This design comes from an exercise in tuning for small area on the open sky130 flow, not from production work. Function was checked by simulation only, so behaviour that the tests miss may differ from the original. Power figures rest on the tool's default switching activity, not on a simulated workload.

`design.v`:
```
module regfile_aoi222(
    input a1, input a2, input b1, input b2, input c1, input c2,
    output y
    );
    assign y = ~((a1 & a2) | (b1 & b2) | (c1 & c2));
endmodule
module regfile_ao2111(
    input a1, input a2, input b1, input c1, input d1,
    output y
    );
    assign y = (a1 & a2) | b1 | c1 | d1;
endmodule
module regfile_xor(
    input a, input b,
    output y
    );
    assign y = a ^ b;
endmodule
module regfile_inv(
    input a,
    output y
    );
    assign y = ~a;
endmodule
module regfile_nand2(
    input a, input b,
    output y
    );
    assign y = ~(a & b);
endmodule
module regfile_nand3(
    input a, input b, input c,
    output y
    );
    assign y = ~(a & b & c);
endmodule
module regfile_predec(
    input [4:0] id,
    output [3:0] hi,
    output [7:0] lo
    );
    wire [4:0] idn;
    genvar k;
    generate
        for (k = 0; k < 5; k = k + 1) begin : g_n
            regfile_inv u(.a(id[k]), .y(idn[k]));
        end
        for (k = 0; k < 4; k = k + 1) begin : g_hi
            wire n;
            regfile_nand2 u_n(.a(k[0] ? id[3] : idn[3]), .b(k[1] ? id[4] : idn[4]), .y(n));
            regfile_inv u_i(.a(n), .y(hi[k]));
        end
        for (k = 0; k < 8; k = k + 1) begin : g_lo
            wire n;
            regfile_nand3 u_n(.a(k[0] ? id[0] : idn[0]), .b(k[1] ? id[1] : idn[1]),
                              .c(k[2] ? id[2] : idn[2]), .y(n));
            regfile_inv u_i(.a(n), .y(lo[k]));
        end
    endgenerate
endmodule
module regfile_hold(
    input q, input we, input dn, input keep,
    output y
    );
    assign y = ~((q | we) & (dn | keep));
endmodule
module regfile_rdmux(
    input [31:1] sel,
    input [31:1] d,
    input flip,
    output y
    );
    wire [9:0] g;
    genvar j;
    generate
        for (j = 0; j < 10; j = j + 1) begin : g_grp
            regfile_aoi222 u(
                .a1(sel[3*j+1]), .a2(d[3*j+1]),
                .b1(sel[3*j+2]), .b2(d[3*j+2]),
                .c1(sel[3*j+3]), .c2(d[3*j+3]),
                .y(g[j]));
        end
    endgenerate
    wire h0 = ~(&g[3:0]);
    wire h1 = ~(&g[7:4]);
    wire h2 = ~(&g[9:8]);
    wire m;
    regfile_ao2111 u_or(.a1(sel[31]), .a2(d[31]), .b1(h0), .c1(h1), .d1(h2), .y(m));
    regfile_xor u_x(.a(m), .b(flip), .y(y));
endmodule
module regfile(
    input clk,  
    input rst_n,  
    input [4:0] rs1_id,  
    input [4:0] rs2_id,  
    output wire [31:0] rs1_data,  
    output wire [31:0] rs2_data,  
    input [4:0] rd_id,  
    input [31:0] rd_data  
    );
    reg [31:0] data[31:1];
    reg [31:1] valid;
    reg phase;
    always @(posedge clk or negedge rst_n) begin
        if (!rst_n)
            phase <= 1'b0;
        else
            phase <= ~phase;
    end
    genvar i, b;
    wire phase_n;
    regfile_inv u_pn(.a(phase), .y(phase_n));
    wire [31:0] dn;
    generate
        for (b = 0; b < 32; b = b + 1) begin : g_dn
            wire x;
            regfile_xor u_x(.a(rd_data[b]), .b(phase_n), .y(x));
            regfile_inv u(.a(x), .y(dn[b]));
        end
    endgenerate
    wire [3:0] wr_hi = 4'b1 << rd_id[4:3];
    wire [7:0] wr_lo = 8'b1 << rd_id[2:0];
    wire [3:0] r1_hi, r2_hi;
    wire [7:0] r1_lo, r2_lo;
    regfile_predec u_pd1(.id(rs1_id), .hi(r1_hi), .lo(r1_lo));
    regfile_predec u_pd2(.id(rs2_id), .hi(r2_hi), .lo(r2_lo));
    wire [31:1] we, keep;
    generate
        for (i = 1; i < 32; i = i + 1) begin : g_reg
            regfile_nand2 u_k(.a(wr_hi[i / 8]), .b(wr_lo[i % 8]), .y(keep[i]));
            regfile_inv u_w(.a(keep[i]), .y(we[i]));
            wire [31:0] nxt;
            for (b = 0; b < 32; b = b + 1) begin : g_bit
                regfile_hold u(.q(data[i][b]), .we(we[i]), .dn(dn[b]),
                               .keep(keep[i]), .y(nxt[b]));
            end
            always @(posedge clk) begin
                data[i] <= nxt;
            end
            always @(posedge clk or negedge rst_n) begin
                if (!rst_n)
                    valid[i] <= 1'b0;
                else if (we[i])
                    valid[i] <= 1'b1;
            end
        end
    endgenerate
    wire [31:1] sel1, sel2;
    wire [31:1] nsel1, nsel2;
    generate
        for (i = 1; i < 32; i = i + 1) begin : g_sel
            regfile_nand3 u_n1(.a(r1_hi[i / 8]), .b(r1_lo[i % 8]), .c(valid[i]), .y(nsel1[i]));
            regfile_nand3 u_n2(.a(r2_hi[i / 8]), .b(r2_lo[i % 8]), .c(valid[i]), .y(nsel2[i]));
            regfile_inv u_s1(.a(nsel1[i]), .y(sel1[i]));
            regfile_inv u_s2(.a(nsel2[i]), .y(sel2[i]));
        end
    endgenerate
    wire flip1, flip2;
    wire nflip1 = ~(phase & ~(&nsel1));
    wire nflip2 = ~(phase & ~(&nsel2));
    regfile_inv u_f1(.a(nflip1), .y(flip1));
    regfile_inv u_f2(.a(nflip2), .y(flip2));
    generate
        for (b = 0; b < 32; b = b + 1) begin : g_rd
            wire [31:1] col;
            for (i = 1; i < 32; i = i + 1) begin : g_col
                assign col[i] = data[i][b];
            end
            regfile_rdmux u1(.sel(sel1), .d(col), .flip(flip1), .y(rs1_data[b]));
            regfile_rdmux u2(.sel(sel2), .d(col), .flip(flip2), .y(rs2_data[b]));
        end
    endgenerate
endmodule
```
`flow/run.sh`:
```
#!/bin/bash
# The standard layout (standard.sh) with extra ORFS variables:
# - CTS without dummy loads, clkbuf_8 leaf buffers in clusters of up to 17 sinks,
#   clkbuf_4 at the root
# - the smallest buffer cell for the port buffers
# - the inverters that drive the long lines sized for their load before
#   repair_design (flow/presize.tcl), so that they are not buffered
export CTS_ARGS="-sink_clustering_enable -repair_clock_nets -dont_use_dummy_load -buf_list sky130_fd_sc_hd__clkbuf_8 -root_buf sky130_fd_sc_hd__clkbuf_4 -sink_clustering_size 17 -sink_clustering_max_diameter 60"
export BUFFER_PORTS_ARGS="-buffer_cell sky130_fd_sc_hd__buf_1"
export PRE_RESIZE_TCL=$PWD/flow/presize.tcl
bash standard.sh "$@" > standard.log 2>&1
```
`flow/presize.tcl`:
```
# Size the inverters and nand2s that drive the long lines (PRE_RESIZE_TCL):
# pick the smallest cell of the same kind whose max capacitance covers the
# placed load with a margin, so that repair_design does not buffer them.
uplevel #0 {
  estimate_parasitics -placement
  set presize_scene [sta::cmd_scene]
  set presize_cells(inv) {
    {sky130_fd_sc_hd__inv_2 0.331}
    {sky130_fd_sc_hd__inv_4 0.563}
    {sky130_fd_sc_hd__inv_6 0.783}
    {sky130_fd_sc_hd__inv_8 1.035}
    {sky130_fd_sc_hd__inv_12 1.417}
  }
  set presize_cells(nand2) {
    {sky130_fd_sc_hd__nand2_1 0.167}
    {sky130_fd_sc_hd__nand2_2 0.296}
    {sky130_fd_sc_hd__nand2_4 0.530}
    {sky130_fd_sc_hd__nand2_8 0.934}
  }
  set presize_n 0
  foreach inst [get_cells *] {
    set m [get_property $inst ref_name]
    if {$m eq "sky130_fd_sc_hd__inv_1" || $m eq "sky130_fd_sc_hd__inv_2"} {
      set kind inv
    } elseif {$m eq "sky130_fd_sc_hd__nand2_1"} {
      set kind nand2
    } else {
      continue
    }
    set pin [get_pins -of_objects $inst -filter "direction==output"]
    set net [get_nets -of_objects $pin]
    set c [expr {[sta::Net_capacitance $net $presize_scene max] * 1e12}]
    foreach cand $presize_cells($kind) {
      lassign $cand cell cmax
      if {$c <= 0.75 * $cmax} {
        if {$cell ne $m} { replace_cell $inst $cell; incr presize_n }
        break
      }
    }
  }
  puts "presize: resized $presize_n drivers"
}
```
`standard.sh`:
```
#!/bin/bash
# synth_recipe.tcl (not shown) runs the flow's synth.tcl, then flattens the netlist and writes it again
# the make line also repeats each setting of config.mk as NAME=value (left out here)
make -C /OpenROAD-flow-scripts/flow DESIGN_CONFIG=/design/flow/config.mk WORK_HOME=/design/flow/orfs CLKGATE_MAP_FILE= SYNTH_SCRIPT=/design/flow/synth_recipe.tcl "${@:-finish}"
```
`config.mk`:
```
export PLATFORM = sky130hd
export DESIGN_NAME = regfile
export DESIGN_NICKNAME = regfile
export VERILOG_FILES = /design/flow/design.v
export SDC_FILE = /design/flow/constraint.sdc
export NUM_CORES = 8
export LEC_CHECK = 0
export CAP_MARGIN = 10
export CORE_MARGIN = 2
export CORE_UTILIZATION = 55
export GPL_TIMING_DRIVEN = 0
export PLACE_DENSITY = 0.9
export SETUP_SLACK_MARGIN = 0.25
export SLEW_MARGIN = 10
export SYNTH_HIERARCHICAL = 1
```
`constraint.sdc`:
```
create_clock -name core_clock -period 6.0 [get_ports {clk}]
set_input_delay 1.2000 -clock core_clock [delete_from_list [all_inputs] [get_ports {clk}]]
set_output_delay 1.2000 -clock core_clock [all_outputs]
set_load 0.01 [all_outputs]
```
==> impl_metrics.env <==
export IMPL_first_global_vias=38197
export IMPL_clk_latency_ns=0.95
export IMPL_setup_ws_ns=0.476
export IMPL_synth_area_leaders="dfxtp_1, a222oi_1, o22ai_1, nand4_1, xor2_1"
export IMPL_cp_required_ns=4.80
export IMPL_synth_seq_cells=1024
export IMPL_relSlewSlack=0.175
export IMPL_grt_max_degree=34
export IMPL_postCtsSetupBuffers=0
export IMPL_p_seq_frac=0.624
export IMPL_core_area_um2=67300
export IMPL_crit_path_start_kind="input pin"
export IMPL_drive_gt1_frac=0.0840
export IMPL_cellLeakagePower_uw=0.0150
export IMPL_antenna_found_initial=11
export IMPL_cts_max_level=3
export IMPL_cts_tree="yes"
export IMPL_cp_end_kind="primary output"
export IMPL_area_growth_pct=6.75
export IMPL_p_switching_uw=5230
export IMPL_die_y_um=265
export IMPL_synth_top_cell_by_area="dfxtp_1"
export IMPL_grt_use_total=0.424
export IMPL_rrSetupSlack_ns=3.59
export IMPL_power_total_uw=16100
export IMPL_status="timing/DRC/antenna clean"
export IMPL_nFillCells=5518
export IMPL_vias_per_cell=9.10
export IMPL_rsz0062_at_grt="false"
export IMPL_tightest_slew_ns=1.23
export IMPL_cts_root_buffer="clkbuf_4"
export IMPL_port_buffer_count=112
export IMPL_ant_nets=0
export IMPL_worst_setup_hold_path_clk_slew_ns=0.10
export IMPL_timing_fmax_ghz=0.181
export IMPL_intPower_uw=10900
export IMPL_fin_setup_tns_ns=0
export IMPL_drc=0
export IMPL_pin_count=113
export IMPL_finalNetCount=3588
export IMPL_dp_hpwl_um=85800
export IMPL_p_per_area_nw_per_um2=403
export IMPL_die_area_um2=70200
export IMPL_drt_iter0_drc=12472
export IMPL_power_frac_clock=0.194
export IMPL_cp_startpoint="rs2_id[2]"
export IMPL_slew_violations=0
export IMPL_synth_avg_cell_area_um2=11.2
export IMPL_cp_max_fo=32
export IMPL_combPwrFrac=0.182
export IMPL_arrival_ns=4.32
export IMPL_cts_buffers_inserted=71
export IMPL_fin_crit_sh=0.921
export IMPL_reg2reg_to="data[12][20]"
export IMPL_sw_frac_of_total=0.325
export IMPL_cts_resized=0
export IMPL_cts_sinks=1024
export IMPL_synth_cell_type_count=20
export IMPL_worst_setup_path_type="input pin to primary output"
export IMPL_die_x_um=265
export IMPL_overflow=0
export IMPL_cts_buffer_depth=3
export IMPL_synth_top_area_frac=0.530
export IMPL_min_period_ns=5.52
export IMPL_setup_worst_path_end="rs2_data[25]"
export IMPL_num_vias=40198
export IMPL_grt_pass1_wl_um=228000
export IMPL_yosysSeqAreaShare=0.552
export IMPL_hp_class="input pin to asynchronous set/reset pin"
export IMPL_postCtsHoldBufs=0
export IMPL_final_util=0.594
export IMPL_initial_core_util=0.556
export IMPL_r2r_start="phase"
export IMPL_synthCells=3354
export IMPL_ir_drop_v=0.000154
export IMPL_cap_violations=0
export IMPL_routabilityCongestion=1.01
export IMPL_finClkSkew_ns=0.0583
export IMPL_synth_area_um2=37400
export IMPL_timing_hold_ws_ns=0.355
export IMPL_hold_viol_final=0
export IMPL_setup_violations=0
export IMPL_drtPass1Iterations=21
export IMPL_synth_warnings=9
export IMPL_place_ws_ns=0.837
export IMPL_reg2regPathDepth=4
export IMPL_synthesis_nets=3403
export IMPL_routed_wl_um=158000
export IMPL_row_count=95
export IMPL_wl_per_cell_um=35.8
modules after synthesis (local to each module, per instance), a selection:
module	cells inside	times used	flip-flops and latches	cell area (µm²)
regfile_xor	1	96	0	8.76
regfile	1091	1	1024	21100
regfile_nand2	1	39	0	3.75
regfile_inv	1	162	0	3.75
regfile_aoi222	1	640	0	10.0
regfile_nand3	1	78	0	5.00
regfile_rdmux	3	64	0	16.3
regfile_ao2111	1	64	0	11.3
regfile_hold	1	992	0	6.26
synth_stat cells, drive strengths merged:
library cell and instances:
and2 1, a2111o 64, nand2 104, nand3 80, or4 4, o21ai 2, o22ai 992, nor3b 3
nor2 2, nor2b 2, xor2 96, or2 31, and3b 2, a222oi 640, and3 1, nor3 1
dfxtp 992, nand4 142, dfrtp 32, inv 163
sequential cells by signal, indices dropped and copies added, names as in the netlist:
name / flops
data: 992
valid: 31
phase: 1
kinds of logic (layout without fill, tap and decap cells):
group                  after synthesis  after routing  share of synthesized area
flip-flops                        1024           1024                      0.552
buffers and inverters              163            346                     0.0163
other                                0              6                          0
AND/OR/NAND/NOR                    373            373                     0.0529
XOR/XNOR                            96             96                     0.0225
AO/OA/AOI/OAI                     1698           1698                      0.356
layer usage:
metal | share of wire | track usage
met4 | 0.099 | 0.302
met5 | 0.0015 | 0.00832
met1 | 0.31 | 0.496
met2 | 0.39 | 0.598
met3 | 0.20 | 0.214
stage by stage:
stage	instances	area, µm²
3_5_place_dp	4339	39000
4_1_cts	4410	39900
3_3_place_gp	4339	38900
5_1_grt	4416	40000
6_report	4416	40000
2_1_floorplan	3354	37400
placed cells by master (no fill, tap or decap):
cell,count
a222oi_1,640
nand2_2,31
xor2_1,96
nand3_1,80
clkbuf_4,9
a2111o_1,64
or2_2,31
nor2b_1,2
nor2_1,2
or4_1,4
and3_1,1
o22ai_1,992
o21ai_1,2
nor3_1,1
nand4_1,142
and2_1,1
nor3b_1,3
buf_1,111
dfxtp_1,992
dfrtp_1,32
buf_2,1
nand2_1,73
diode_2,6
and3b_1,2
clkbuf_8,62
inv_2,163
how the worst min path moves through the flow:
stage	endpoint	cells past startpoint	slack (ns)
after floorplan	phase	1	0.43
after global placement	data[28][23]	1	0.45
after detailed placement	data[4][4]	1	0.46
after CTS	valid[7]	1	0.34
after global routing	valid[19]	1	0.42
final	valid[19]	1	0.35
final cells by class:
class / count / area (µm²) / area share
Multi-Input combinational cell: 2167 / 16200 / 0.406
Timing Repair Buffer: 112 / 422 / 0.0106
Inverter: 163 / 612 / 0.0153
Clock buffer: 71 / 921 / 0.0230
Tap cell: 873 / 1090 / 0.0273
Antenna cell: 6 / 15.0 / 0.000376
Sequential cell: 1024 / 20700 / 0.517
power groups by stage:
stage          sequential [µW]  combinational (µW)  clock (µW)
2_1_floorplan             9740                1880           0
3_3_place_gp              9950                2600           0
3_5_place_dp             10100                2740           0
4_1_cts                   9950                2740        3040
5_1_grt                  10200                3030        3290
6_report                 10000                2940        3120
critical path, cell delays in order:
cell and delay [ns]:
buf_1 0.18, inv_2 0.08, nand3_1 0.11, inv_2 0.07
nand3_1 0.17, inv_2 0.35, a222oi_1 0.54, nand4_1 0.31
a2111o_1 0.48, xor2_1 0.54, buf_1 0.23

re-timing with driven ports:
The flow's constraints put no driver on any port. The routed layout listed below was extracted and timed again, unchanged, in two steps.
Step 1: set_driving_cell puts a clkbuf_16 on clk and a buf_2 on each other input, an assumption about the parent block.
Step 2, shift: input delay + t, output delay - t, t = (earliest + latest rising clock arrival at the registers) / 2. This alone moves slack from input paths to output paths.
Slacks: ideal ports / drivers / drivers and shift; pairs: ideal ports / drivers.
t, ns: 0.962
setup WS [ns]: 0.476 / 0.443 / 0.443
worst hold slack (ns): 0.355 / 0.325 / 0.473
worst register clock-pin slew, ns: 0.11 / 0.11
worst slew at a driven data input, ns: 0.09
After both steps setup and hold are still met in this run. The setup slack of this run moves by -0.033 ns with the drivers and by -0.033 ns with both steps.
